Context: an optimization exercise on an open-source flow, tuned for small area, a short achievable clock period and few clock cycles. The choices shown serve that exercise and are no tape-out recipe. Where RTL was checked, it was by simulation tests only, not by an equivalence proof against the original. The RTL of run 2 was laid out without a check of its function.

==> flow/design.v (outline; a module is shown in full before it is edited, if it fits) <==
// module Bicubic: 377 lines
// module cubic_kernel: 1021 lines
// module tmul: 445 lines
// module kfa: 4 lines
// module kha: 4 lines
module Bicubic #(parameter fraction_bits = 15)
(
input CLK,
input RST,
input enable,
input [7:0] input_data,
output logic [13:0] iaddr,
output logic ird,
output logic we,
output logic [13:0] waddr,
output logic [7:0] output_data,
input [6:0] V0,
input [6:0] H0,
input [4:0] SW,
input [4:0] SH,
input [5:0] TW,
input [5:0] TH,
output logic DONE
);
  // ...
==> flow/run.sh <==
#!/bin/bash
# synth_recipe.tcl (not shown) runs the flow's synth.tcl, then flattens the netlist and writes it again
# the make line also repeats each setting of config.mk as NAME=value (left out here)
make -C /OpenROAD-flow-scripts/flow DESIGN_CONFIG=/design/flow/config.mk WORK_HOME=/design/flow/orfs CLKGATE_MAP_FILE= SYNTH_SCRIPT=/design/flow/synth_recipe.tcl finish
==> flow/config.mk <==
export PLATFORM = sky130hd
export DESIGN_NAME = Bicubic
export DESIGN_NICKNAME = Bicubic
export VERILOG_FILES = /design/flow/design.v
export SDC_FILE = /design/flow/constraint.sdc
export NUM_CORES = 4
export LEC_CHECK = 0
export CAP_MARGIN = 20
export CORE_MARGIN = 2
export CORE_UTILIZATION = 40
export SLEW_MARGIN = 20
export SYNTH_HIERARCHICAL = 1
export SYNTH_MINIMUM_KEEP_SIZE = 0
==> flow/constraint.sdc <==
create_clock -name core_clock -period 55.0 [get_ports {CLK}]
set_input_delay 11.0000 -clock core_clock [delete_from_list [all_inputs] [get_ports {CLK}]]
set_output_delay 11.0000 -clock core_clock [all_outputs]
set_load 0.01 [all_outputs]
==> results.yml, run 1 <==
place:
  pre_cts_slack_ns: 41.36
  place_congestion: 0.892
  placed_area_sq_um: 59900
  dp_cells: 6726
drt:
  firstDrtPassIters: 5
  highest_layer: "met4"
setup_path:
  crit_path_end: "nH[0][6]$_DFFE_PP_"
  worst-path-stages: 34
  r2r_slack_ns: 41.27
  end_kind: "register"
  worstPathMaxFanout: 36
  reg2reg_depth: 34
worst_hold_path:
  hp-class: "register to register"
  hold_path_depth: 0
  min_from: "tg1_c$_DFF_P_"
timing:
  rsz0062_at_grt: "no"
  relSlewSlack: 0.211
  fin_ws_ns: 41.27
  slew_violations: 0
  setup_viol: 0
final_layout:
  buffers: 195
  final_cell_mix: "734 x and2_1, 716 x fa_1, 550 x edfxtp_1"
  nonClkBufAreaFrac: 0.0277
  regArea_sq_um: 19000
  syn_to_final_growth_pct: 10.5
  multi_input_area_share: 0.575
  antenna_cells: 1
  drive_above_1_share: 0.0767
  inverters_excl_clock: 270
synth:
  syn_avg_cell_area_sq_um: 11.6
die:
  core_sq_um: 140000
  n_tap_cell: 1876
  die_area_sq_um: 144000
global_routing:
  overflow: 0
  met2_usage: 0.345
  grt.met3_usage: 0.0265
run_status:
  status: "finished clean"
cts:
  numCtsBuffers: 75
Testbench counts, summed over its fixed seeds: cycles 89,565.
==> inputs of run 2 (changes only) <==
--- a/flow/design.v
+++ b/flow/design.v
@@ -377,20 +377,177 @@
 endmodule
 module cubic_kernel (
 input [7:0] pm1, p0, p1, p2,
 input [14:0] f,
 input [15:0] t2, t3,
 output [7:0] q
 );
 wire [8:0] c = {1'b0, p1} - {1'b0, pm1};
-wire [10:0] kbw = {2'b0, pm1, 1'b0} - ({1'b0, p0, 2'b0} + {3'b0, p0}) + {1'b0, p1, 2'b0} - {3'b0, p2};
+wire kbw_pp0 = pm1[0];
+wire kbw_pp1 = pm1[1];
+wire kbw_pp2 = pm1[2];
+wire kbw_pp3 = pm1[3];
+wire kbw_pp4 = pm1[4];
+wire kbw_pp5 = pm1[5];
+wire kbw_pp6 = pm1[6];
+wire kbw_pp7 = pm1[7];
+wire kbw_pp8 = ~(p0[0]);
+wire kbw_pp9 = ~(p0[1]);
+wire kbw_pp10 = ~(p0[2]);
+wire kbw_pp11 = ~(p0[3]);
+wire kbw_pp12 = ~(p0[4]);
+wire kbw_pp13 = ~(p0[5]);
+wire kbw_pp14 = ~(p0[6]);
+wire kbw_pp15 = ~(p0[7]);
+wire kbw_pp16 = ~(p0[0]);
+wire kbw_pp17 = ~(p0[1]);
+wire kbw_pp18 = ~(p0[2]);
+wire kbw_pp19 = ~(p0[3]);
+wire kbw_pp20 = ~(p0[4]);
+wire kbw_pp21 = ~(p0[5]);
+wire kbw_pp22 = ~(p0[6]);
+wire kbw_pp23 = ~(p0[7]);
+wire kbw_pp24 = p1[0];
+wire kbw_pp25 = p1[1];
+wire kbw_pp26 = p1[2];
+wire kbw_pp27 = p1[3];
+wire kbw_pp28 = p1[4];
+wire kbw_pp29 = p1[5];
+wire kbw_pp30 = p1[6];
+wire kbw_pp31 = p1[7];
+wire kbw_pp32 = ~(p2[0]);
+wire kbw_pp33 = ~(p2[1]);
+wire kbw_pp34 = ~(p2[2]);
+wire kbw_pp35 = ~(p2[3]);
+wire kbw_pp36 = ~(p2[4]);
+wire kbw_pp37 = ~(p2[5]);
+wire kbw_pp38 = ~(p2[6]);
+wire kbw_pp39 = ~(p2[7]);
+wire kbw_s1, kbw_k2, kbw_s3, kbw_k4, kbw_s5, kbw_k6, kbw_s7, kbw_k8, kbw_s9, kbw_k10, kbw_s11, kbw_k12, kbw_s13, kbw_k14, kbw_s15, kbw_k16, kbw_s17, kbw_k18, kbw_s19, kbw_k20, kbw_s21, kbw_k22, kbw_s23, kbw_k24, kbw_s25, kbw_k26, kbw_s27, kbw_k28, kbw_s29, kbw_k30, kbw_s31, kbw_k32, kbw_s33, kbw_k34, kbw_s35, kbw_k36, kbw_s37, kbw_k38, kbw_s39, kbw_k40, kbw_s41, kbw_k42, kbw_s43, kbw_k44, kbw_s45, kbw_k46, kbw_s47, kbw_k48;
+kfa ukbw_s1(.a(kbw_pp1), .b(kbw_pp8), .c(kbw_pp18), .s(kbw_s1), .co(kbw_k2));
+kfa ukbw_s3(.a(kbw_pp2), .b(kbw_pp9), .c(kbw_pp19), .s(kbw_s3), .co(kbw_k4));
+kfa ukbw_s5(.a(kbw_pp3), .b(kbw_pp10), .c(kbw_pp20), .s(kbw_s5), .co(kbw_k6));
+kfa ukbw_s7(.a(kbw_pp4), .b(kbw_pp11), .c(kbw_pp21), .s(kbw_s7), .co(kbw_k8));
+kfa ukbw_s9(.a(kbw_pp5), .b(kbw_pp12), .c(kbw_pp22), .s(kbw_s9), .co(kbw_k10));
+kfa ukbw_s11(.a(kbw_pp6), .b(kbw_pp13), .c(kbw_pp23), .s(kbw_s11), .co(kbw_k12));
+kha ukbw_s13(.a(kbw_pp0), .b(kbw_pp17), .s(kbw_s13), .co(kbw_k14));
+kfa ukbw_s15(.a(kbw_s1), .b(kbw_pp24), .c(kbw_pp34), .s(kbw_s15), .co(kbw_k16));
+kfa ukbw_s17(.a(kbw_k2), .b(kbw_s3), .c(kbw_pp25), .s(kbw_s17), .co(kbw_k18));
+kfa ukbw_s19(.a(kbw_k4), .b(kbw_s5), .c(kbw_pp26), .s(kbw_s19), .co(kbw_k20));
+kfa ukbw_s21(.a(kbw_k6), .b(kbw_s7), .c(kbw_pp27), .s(kbw_s21), .co(kbw_k22));
+kfa ukbw_s23(.a(kbw_k8), .b(kbw_s9), .c(kbw_pp28), .s(kbw_s23), .co(kbw_k24));
+kfa ukbw_s25(.a(kbw_k10), .b(kbw_s11), .c(kbw_pp29), .s(kbw_s25), .co(kbw_k26));
+kfa ukbw_s27(.a(kbw_k12), .b(kbw_pp7), .c(kbw_pp14), .s(kbw_s27), .co(kbw_k28));
+kha ukbw_s29(.a(kbw_pp15), .b(kbw_pp31), .s(kbw_s29), .co(kbw_k30));
+kha ukbw_s31(.a(kbw_s13), .b(kbw_pp33), .s(kbw_s31), .co(kbw_k32));
+kfa ukbw_s33(.a(kbw_k14), .b(kbw_s15), .c(1'b1), .s(kbw_s33), .co(kbw_k34));
+kfa ukbw_s35(.a(kbw_k16), .b(kbw_s17), .c(kbw_pp35), .s(kbw_s35), .co(kbw_k36));
+kfa ukbw_s37(.a(kbw_k18), .b(kbw_s19), .c(kbw_pp36), .s(kbw_s37), .co(kbw_k38));
+kfa ukbw_s39(.a(kbw_k20), .b(kbw_s21), .c(kbw_pp37), .s(kbw_s39), .co(kbw_k40));
+kfa ukbw_s41(.a(kbw_k22), .b(kbw_s23), .c(kbw_pp38), .s(kbw_s41), .co(kbw_k42));
+kfa ukbw_s43(.a(kbw_k24), .b(kbw_s25), .c(kbw_pp39), .s(kbw_s43), .co(kbw_k44));
+kfa ukbw_s45(.a(kbw_k26), .b(kbw_s27), .c(kbw_pp30), .s(kbw_s45), .co(kbw_k46));
+kfa ukbw_s47(.a(kbw_k28), .b(kbw_s29), .c(1'b1), .s(kbw_s47), .co(kbw_k48));
+wire [10:0] kbw_ra = {kbw_k48, kbw_k46, kbw_k44, kbw_k42, kbw_k40, kbw_k38, kbw_k36, kbw_k34, kbw_k32, kbw_s31, kbw_pp16};
+wire [10:0] kbw_rb = {kbw_k30, kbw_s47, kbw_s45, kbw_s43, kbw_s41, kbw_s39, kbw_s37, kbw_s35, kbw_s33, 1'b1, kbw_pp32};
+wire [10:0] kbw = kbw_ra + kbw_rb;
+wire ka_pp0 = p2[0];
+wire ka_pp1 = p2[1];
+wire ka_pp2 = p2[2];
+wire ka_pp3 = p2[3];
+wire ka_pp4 = p2[4];
+wire ka_pp5 = p2[5];
+wire ka_pp6 = p2[6];
+wire ka_pp7 = p2[7];
+wire ka_pp8 = ~(pm1[0]);
+wire ka_pp9 = ~(pm1[1]);
+wire ka_pp10 = ~(pm1[2]);
+wire ka_pp11 = ~(pm1[3]);
+wire ka_pp12 = ~(pm1[4]);
+wire ka_pp13 = ~(pm1[5]);
+wire ka_pp14 = ~(pm1[6]);
+wire ka_pp15 = ~(pm1[7]);
+wire ka_pp16 = p0[0];
+wire ka_pp17 = p0[1];
+wire ka_pp18 = p0[2];
+wire ka_pp19 = p0[3];
+wire ka_pp20 = p0[4];
+wire ka_pp21 = p0[5];
+wire ka_pp22 = p0[6];
+wire ka_pp23 = p0[7];
+wire ka_pp24 = p0[0];
+wire ka_pp25 = p0[1];
+wire ka_pp26 = p0[2];
+wire ka_pp27 = p0[3];
+wire ka_pp28 = p0[4];
+wire ka_pp29 = p0[5];
+wire ka_pp30 = p0[6];
+wire ka_pp31 = p0[7];
+wire ka_pp32 = ~(p1[0]);
+wire ka_pp33 = ~(p1[1]);
+wire ka_pp34 = ~(p1[2]);
+wire ka_pp35 = ~(p1[3]);
+wire ka_pp36 = ~(p1[4]);
+wire ka_pp37 = ~(p1[5]);
+wire ka_pp38 = ~(p1[6]);
+wire ka_pp39 = ~(p1[7]);
+wire ka_pp40 = ~(p1[0]);
+wire ka_pp41 = ~(p1[1]);
+wire ka_pp42 = ~(p1[2]);
+wire ka_pp43 = ~(p1[3]);
+wire ka_pp44 = ~(p1[4]);
+wire ka_pp45 = ~(p1[5]);
+wire ka_pp46 = ~(p1[6]);
+wire ka_pp47 = ~(p1[7]);
+wire ka_s1, ka_k2, ka_s3, ka_k4, ka_s5, ka_k6, ka_s7, ka_k8, ka_s9, ka_k10, ka_s11, ka_k12, ka_s13, ka_k14, ka_s15, ka_k16, ka_s17, ka_k18, ka_s19, ka_k20, ka_s21, ka_k22, ka_s23, ka_k24, ka_s25, ka_k26, ka_s27, ka_k28, ka_s29, ka_k30, ka_s31, ka_k32, ka_s33, ka_k34, ka_s35, ka_k36, ka_s37, ka_k38, ka_s39, ka_k40, ka_s41, ka_k42, ka_s43, ka_k44, ka_s45, ka_k46, ka_s47, ka_k48, ka_s49, ka_k50, ka_s51, ka_k52, ka_s53, ka_k54, ka_s55, ka_k56, ka_s57, ka_k58, ka_s59, ka_k60, ka_s61, ka_k62, ka_s63, ka_k64, ka_s65, ka_k66, ka_s67, ka_k68, ka_s69, ka_k70, ka_s71, ka_k72, ka_s73, ka_k74, ka_s75, ka_k76, ka_s77, ka_k78;
+kha uka_s1(.a(ka_pp2), .b(ka_pp10), .s(ka_s1), .co(ka_k2));
+kha uka_s3(.a(ka_pp3), .b(ka_pp11), .s(ka_s3), .co(ka_k4));
+kha uka_s5(.a(ka_pp4), .b(ka_pp12), .s(ka_s5), .co(ka_k6));
+kha uka_s7(.a(ka_pp5), .b(ka_pp13), .s(ka_s7), .co(ka_k8));
+kha uka_s9(.a(ka_pp6), .b(ka_pp14), .s(ka_s9), .co(ka_k10));
+kha uka_s11(.a(ka_pp7), .b(ka_pp15), .s(ka_s11), .co(ka_k12));
+kfa uka_s13(.a(ka_pp1), .b(ka_pp9), .c(ka_pp16), .s(ka_s13), .co(ka_k14));
+kfa uka_s15(.a(ka_s1), .b(ka_pp17), .c(ka_pp26), .s(ka_s15), .co(ka_k16));
+kha uka_s17(.a(ka_pp33), .b(ka_pp42), .s(ka_s17), .co(ka_k18));
+kfa uka_s19(.a(ka_k2), .b(ka_s3), .c(ka_pp18), .s(ka_s19), .co(ka_k20));
+kfa uka_s21(.a(ka_pp27), .b(ka_pp34), .c(ka_pp43), .s(ka_s21), .co(ka_k22));
+kfa uka_s23(.a(ka_k4), .b(ka_s5), .c(ka_pp19), .s(ka_s23), .co(ka_k24));
+kfa uka_s25(.a(ka_pp28), .b(ka_pp35), .c(ka_pp44), .s(ka_s25), .co(ka_k26));
+kfa uka_s27(.a(ka_k6), .b(ka_s7), .c(ka_pp20), .s(ka_s27), .co(ka_k28));
+kfa uka_s29(.a(ka_pp29), .b(ka_pp36), .c(ka_pp45), .s(ka_s29), .co(ka_k30));
+kfa uka_s31(.a(ka_k8), .b(ka_s9), .c(ka_pp21), .s(ka_s31), .co(ka_k32));
+kfa uka_s33(.a(ka_pp30), .b(ka_pp37), .c(ka_pp46), .s(ka_s33), .co(ka_k34));
+kfa uka_s35(.a(ka_k10), .b(ka_s11), .c(ka_pp22), .s(ka_s35), .co(ka_k36));
+kfa uka_s37(.a(ka_pp31), .b(ka_pp38), .c(ka_pp47), .s(ka_s37), .co(ka_k38));
+kha uka_s39(.a(ka_k12), .b(ka_pp23), .s(ka_s39), .co(ka_k40));
+kha uka_s41(.a(ka_pp0), .b(ka_pp8), .s(ka_s41), .co(ka_k42));
+kfa uka_s43(.a(ka_s13), .b(ka_pp25), .c(ka_pp32), .s(ka_s43), .co(ka_k44));
+kfa uka_s45(.a(ka_k14), .b(ka_s15), .c(ka_s17), .s(ka_s45), .co(ka_k46));
+kfa uka_s47(.a(ka_k16), .b(ka_k18), .c(ka_s19), .s(ka_s47), .co(ka_k48));
+kfa uka_s49(.a(ka_k20), .b(ka_k22), .c(ka_s23), .s(ka_s49), .co(ka_k50));
+kfa uka_s51(.a(ka_k24), .b(ka_k26), .c(ka_s27), .s(ka_s51), .co(ka_k52));
+kfa uka_s53(.a(ka_k28), .b(ka_k30), .c(ka_s31), .s(ka_s53), .co(ka_k54));
+kfa uka_s55(.a(ka_k32), .b(ka_k34), .c(ka_s35), .s(ka_s55), .co(ka_k56));
+kfa uka_s57(.a(ka_k36), .b(ka_k38), .c(ka_s39), .s(ka_s57), .co(ka_k58));
+kha uka_s59(.a(ka_s41), .b(ka_pp24), .s(ka_s59), .co(ka_k60));
+kfa uka_s61(.a(ka_k42), .b(ka_s43), .c(ka_pp41), .s(ka_s61), .co(ka_k62));
+kfa uka_s63(.a(ka_k44), .b(ka_s45), .c(1'b1), .s(ka_s63), .co(ka_k64));
+kfa uka_s65(.a(ka_k46), .b(ka_s47), .c(ka_s21), .s(ka_s65), .co(ka_k66));
+kfa uka_s67(.a(ka_k48), .b(ka_s49), .c(ka_s25), .s(ka_s67), .co(ka_k68));
+kfa uka_s69(.a(ka_k50), .b(ka_s51), .c(ka_s29), .s(ka_s69), .co(ka_k70));
+kfa uka_s71(.a(ka_k52), .b(ka_s53), .c(ka_s33), .s(ka_s71), .co(ka_k72));
+kfa uka_s73(.a(ka_k54), .b(ka_s55), .c(ka_s37), .s(ka_s73), .co(ka_k74));
+kfa uka_s75(.a(ka_k56), .b(ka_s57), .c(ka_pp39), .s(ka_s75), .co(ka_k76));
+kha uka_s77(.a(ka_k58), .b(ka_k40), .s(ka_s77), .co(ka_k78));
+wire [10:0] ka_ra = {ka_k78, ka_k76, ka_k74, ka_k72, ka_k70, ka_k68, ka_k66, ka_k64, ka_k62, ka_k60, ka_s59};
+wire [10:0] ka_rb = {1'b1, ka_s77, ka_s75, ka_s73, ka_s71, ka_s69, ka_s67, ka_s65, ka_s63, ka_s61, ka_pp40};
+wire [10:0] ka = ka_ra + ka_rb;
 wire [10:0] kb = kbw;
 wire kz = (kbw == 11'h400);          
-wire [10:0] ka = {3'b0, p2} - {3'b0, pm1} + {2'b0, p0, 1'b0} + {3'b0, p0} - {2'b0, p1, 1'b0} - {3'b0, p1};
 wire ob = kb[0] & t2[0];
 wire oa = ka[0] & t3[0];
 wire pp0 = c[0] & f[0];
 wire pp1 = c[0] & f[1];
 wire pp2 = c[0] & f[2];
 wire pp3 = c[0] & f[3];
 wire pp4 = c[0] & f[4];
 wire pp5 = c[0] & f[5];
==> flow/flow/run.sh (new file) <==
#!/bin/bash
# The standard layout (standard.sh), except that the ports are buffered with a
# plain buffer cell instead of the default delay cell.  The make output goes
# to standard.log; each ORFS step also keeps its own log under orfs/logs/.
set -euo pipefail
export BUFFER_PORTS_ARGS="-buffer_cell sky130_fd_sc_hd__buf_2"
bash standard.sh > standard.log 2>&1
==> flow/standard.sh (new file) <==
#!/bin/bash
# synth_recipe.tcl (not shown) runs the flow's synth.tcl, then flattens the netlist and writes it again
# the make line also repeats each setting of config.mk as NAME=value (left out here)
make -C /OpenROAD-flow-scripts/flow DESIGN_CONFIG=/design/flow/config.mk WORK_HOME=/design/flow/orfs CLKGATE_MAP_FILE= SYNTH_SCRIPT=/design/flow/synth_recipe.tcl "${@:-finish}"
removed: flow/run.sh
==> results.yml, run 2 <==
cts:
  clk_latency_ns: 0.66
  cts_buffer_depth: 3
  holdBufCountCts: 0
  cts_resized: 0
  cts_setup_buffers: 0
  cts_root_buf: "clkbuf_16"
  cts_tree: "done"
  numCtsBuffers: 72
  clkSinkCount: 662
  ctsHtreeMaxLevel: 3
  cts.clk_slew.worst_paths_ns: 0.06
drt:
  routed_via_density: 5.29
  vias: 35700
  firstDrtPassIters: 5
  drt_iter0_markers: 2362
  routedWlPerCell_um: 21.0
  ant_nets: 0
  wl_um: 142000
  drc: 0
timing:
  fin_ws_ns: 42.01
  relSlewSlack: 0.206
  period_needed_ns: 12.99
  worst_pin_slew_ns: 1.18
  hold_ws_ns: 0.326
  final.period_utilization: 0.236
  rsz0062_at_grt: "no"
  max_freq_mhz: 77.0
  hold_violations: 0
  tns_ns: 0
  setup_viol: 0
  slew_violations: 0
  finClkSkew_ns: 0.0371
place:
  place_congestion: 0.900
  pre_cts_slack_ns: 42.01
  dp_hpwl_um: 106000
  portBuffers: 85
  placed_area_sq_um: 58800
die:
  io_pins: 86
  fp-row-count: 137
  start_util: 0.402
  die_y_um: 378
  core_sq_um: 139000
  die_area_sq_um: 143000
  die_x_um: 378
setup_path:
  max_stage_delay_ns: 0.82
  cpMostUsedCell: "fa_1"
  timing.rr.start: "tg3_fire$_DFF_PP0_"
  cp-start-kind: "register"
  cp.arrival_ns: 13.41
  end_kind: "register"
  worstPathMaxFanout: 64
  cp_slowest_cell: "o21ai_0"
  cp.required_ns: 55.42
  worstSetupPathType: "register to register"
  r2r_slack_ns: 42.01
  startpoint: "tg3_fire$_DFF_PP0_"
final_layout:
  final_nets: 5903
  drive_above_1_share: 0.0941
  final_area_sq_um: 61100
  regArea_sq_um: 19000
  top_regs: "W x64, nA x64, nH x64"
  syn_to_final_growth_pct: 9.29
  final_cell_mix: "722 x fa_1, 710 x and2_1, 550 x edfxtp_1"
  nFillCells: 13000
  multi_input_area_sq_um: 35500
  final_common_cell: "fa_1"
synth:
  yosysWarningCount: 9
  syn_avg_cell_area_sq_um: 11.8
  netlist_instances: 4739
  syn_area_sq_um: 55900
run_status:
  status: "finished clean"
global_routing:
  antenna_found_initial: 6
  grt_use_total: 0.201
  grt_pass1_wl_um: 222000
  grt_max_degree: 85
  overflow: 0
  grt_pass1_vias: 37500
flow_run:
  maxCapViolations: 0
worst_hold_path:
  min_from: "tg2_alt$_DFF_P_"
  hp-class: "register to register"
run 2: worst paths after layout:
path | endpoint | cells past startpoint
worst min-delay path | tg3_alt$_DFF_P_ | 0
max in group asynchronous | tg3_fire$_DFF_PP0_ | 3
worst max-delay path | nH[0][3]$_DFFE_PP_ | 31
worst max register to register | nH[0][3]$_DFFE_PP_ | 31
min in group asynchronous | wptr[0]$_DFFE_PP0P_ | 3
worst min register to register | tg3_alt$_DFF_P_ | 0
run 2: per-stage QoR:
stage | util | instances
floorplan | - | 4754
global placement | 0.423 | 6609
detailed placement | 0.423 | 6609
CTS | 0.439 | 6742
global route | 0.439 | 6743
finish | 0.439 | 6744
run 2: final cells by class:
type | count | area share
Multi-Input combinational cell | 3663 | 0.580
Clock inverter | 26 | 0.00334
Sequential cell | 662 | 0.310
Timing Repair Buffer | 190 | 0.0202
Clock buffer | 107 | 0.0338
Antenna cell | 1 | 0.0000409
Inverter | 219 | 0.0134
Tap cell | 1876 | 0.0384
run 2: worst max-delay path, delay by kind of cell (launching register included):
kind	cells	cell delay, ns
AO/OA/AOI/OAI	8	2.45
buffers and inverters	3	0.77
AND/OR/NAND/NOR	7	2.77
flip-flops	1	0.61
multiplexers	1	0.57
adder cells (fa/ha/maj)	12	5.51
run 2: metal layers:
layer  up-vias  global-route usage  wire length (um)
met5         -                   0                13
met4         2              0.0428              2650
met3       183              0.0410              8520
met2       944               0.322             65300
met1     18300               0.284             65300
li1      16300                   -                 -

==> static timing again, ports no longer ideal <==
The flow's constraints put no driver on any port. The routed layouts listed below were extracted and timed again, unchanged, in two steps.
Step 1 (the two cells are an assumption about what drives the block):
set clk [get_ports {CLK}]
set_driving_cell -lib_cell sky130_fd_sc_hd__clkbuf_16 $clk
set_driving_cell -lib_cell sky130_fd_sc_hd__buf_2 [delete_from_list [all_inputs] $clk]
Step 2, shift: input delay + t, output delay - t, t = (earliest + latest rising clock arrival at the registers) / 2. This alone moves slack from input paths to output paths.
a / b / c = no drivers / after step 1 / after step 2; a / b = the first two.
run | t (ns) | setup slack, ns | worst setup path at the end | worst slew at a driven data input, ns | pins driven straight from the clock port
run 1 | 0.722 | 41.267 / 41.267 / 41.267 | register to register | 0.12 | 1
run 2 | 0.708 | 42.010 / 42.010 / 42.010 | register to register | 0.05 | 1
After both steps setup and hold are still met in every run listed.
